Source: an optimization exercise on an open RTL-to-GDS flow (aim: small area and a short achievable clock period). Production flows keep margins and buffers that such runs may drop.
Function was checked by simulation only, so behaviour that the tests miss may differ from the original.
Power is estimated from default activity; no workload was simulated.

Setup of lane 1:
==> flow/design.v (excerpt) <==
module top_module(clk,data_in,data_rdy,cipher_out);
input clk,data_in;
input [1:0] data_rdy;
output cipher_out;
wire load = data_rdy[0] ^ data_rdy[1];    
wire key_bit;
wire key_tail;
reg [5:0] bit_cnt;
reg       par;
reg [4:0] lfsr;     
reg j_0, j_lt2, j_lt8, j_gt59, j_gt60;
reg cst;
wire last = &bit_cnt;
always @(posedge clk)
begin
	if (load) begin
		bit_cnt <= 6'd0;
		par     <= 1'b0;
		lfsr    <= 5'b11111;
	end else begin
		bit_cnt <= bit_cnt + 6'd1;
		if (last) begin
			par  <= ~par;
			lfsr <= {lfsr[4] ^ lfsr[2] ^ lfsr[1] ^ lfsr[0], lfsr[4:1]};
		end
	end
end
always @(posedge clk)
begin
	j_0    <= load | last;
	j_lt2  <= load | last | j_0;
	j_lt8  <= load | last | (bit_cnt[5:3] == 3'd0 && bit_cnt[2:0] != 3'd7);
	j_gt59 <= ~load & (bit_cnt == 6'd59 || (bit_cnt[5:2] == 4'hF && !last));
	j_gt60 <= ~load & (bit_cnt[5:2] == 4'hF && !last);
	cst    <= load | (last ? lfsr[1] ^ ~par : bit_cnt != 6'd0);
end
simon_datapath_shiftreg datapath(.clk(clk), .load(load), .load_in(key_tail), .key_in(key_bit),
                                 .j_0(j_0), .j_lt2(j_lt2), .j_lt8(j_lt8), .cipher_out(cipher_out));
simon_key_expansion_shiftreg key_exp(.clk(clk), .load(load), .data_in(data_in),
  ...
For scale: ~340 cells after synthesis, ~5 I/O pins.
clock: 3.3 ns
lec_check: 0
abc_clock_period_in_ps: 1000
cap_margin: 20
core_margin: 2
core_utilization: 70
cts_buf_list: sky130_fd_sc_hd__clkbuf_16
cts_cluster_diameter: 50
cts_cluster_size: 25
setup_slack_margin: 1.8
slew_margin: 20
run.sh (not shown) runs the stock make flow with config.mk's settings and CLKGATE_MAP_FILE= SYNTH_SCRIPT=/design/flow/synth_recipe.tcl, a recipe that flattens the netlist after the stock synthesis.
The following lists how lane 2 was set up differently from lane 1:
diff --git a/flow/config.mk b/flow/config.mk
--- a/flow/config.mk
+++ b/flow/config.mk
@@ -10,6 +10,6 @@
 export CORE_MARGIN = 2
-export CORE_UTILIZATION = 70
+export CORE_UTILIZATION = 60
 export CTS_BUF_LIST = sky130_fd_sc_hd__clkbuf_16
-export CTS_CLUSTER_DIAMETER = 50
-export CTS_CLUSTER_SIZE = 25
+export CTS_CLUSTER_DIAMETER = 80
+export CTS_CLUSTER_SIZE = 35
 export SETUP_SLACK_MARGIN = 1.8
Results
Every run in the comparison, lane 2 and lane 1, completed the flow with a clean layout.
Number of standard cells in the final layout excluding fillers (lane 2 vs. lane 1) increases by a few percent
Lane 2 ends up with a clock share of power that is 4.7 points lower than in lane 1.
Total detailed-routing wirelength delta for lane 2 relative to lane 1: 18% lower
Summary — total number of placement rows, lane 2 relative to lane 1: higher, by 3.
Of lane 2 and lane 1, the lower final standard cell area without fillers belongs to lane 2.
Of lane 2 and lane 1, the run reporting the lower sequential share of layout area was lane 1.
Lane 2 improves on lane 1 in worst hold slack after final layout.
Lower register-to-register slack goes to lane 2 over lane 1.
[compare] base=lane 1 new=lane 2: power share of the combinational group ~0 delta, portion of the clock cycle consumed by the worst path in the final layout went down 0.57 points.
What lane 3 does differently from lane 2 at the input level:
diff --git a/flow/config.mk b/flow/config.mk
--- a/flow/config.mk
+++ b/flow/config.mk
@@ -12,5 +12,5 @@
 export CTS_BUF_LIST = sky130_fd_sc_hd__clkbuf_16
-export CTS_CLUSTER_DIAMETER = 80
-export CTS_CLUSTER_SIZE = 35
-export SETUP_SLACK_MARGIN = 1.8
+export CTS_CLUSTER_DIAMETER = 60
+export CTS_CLUSTER_SIZE = 30
+export SETUP_SLACK_MARGIN = 2.0
 export SLEW_MARGIN = 20
Comparing lane 3 against lane 2, there is no change at all in share of synthesized flip-flops with an asynchronous set or reset. Total power: lane 3 above lane 2. | utilization | lane 3 vs lane 2 | 2.6 points higher |. Delta (lane 3 minus lane 2): overall global routing resource usage stayed essentially flat; pin count of the biggest net entering global routing fell by 14%.

separate check: timing with driven ports:
Ports are ideal in the flow. The routed layouts listed here were re-timed in OpenROAD.
Step 1, drivers: a clkbuf_16 drives clk and a buf_2 each remaining input, both assumed.
Step 2 moves the port delays by t, midway between the first and last clock arrival at a register: inputs arrive t later, outputs are due t later. That takes back most of the time a late clock gives input paths.
a / b / c = no drivers / after step 1 / after step 2; a / b = the first two.
run | shift t [ns] | setup WS [ns] | slew at the worst register clock pin (ns)
lane 1 | 0.499 | 1.720 / 1.685 / 1.511 | 0.09 / 0.09
lane 2 | 0.482 | 1.739 / 1.701 / 1.426 | 0.11 / 0.11
lane 3 | 0.495 | 1.739 / 1.703 / 1.587 | 0.10 / 0.10
After both steps setup and hold are still met in every run listed. For lane 2, which loses most, drivers alone change the setup slack by -0.038 ns; drivers and shift together by -0.313 ns.
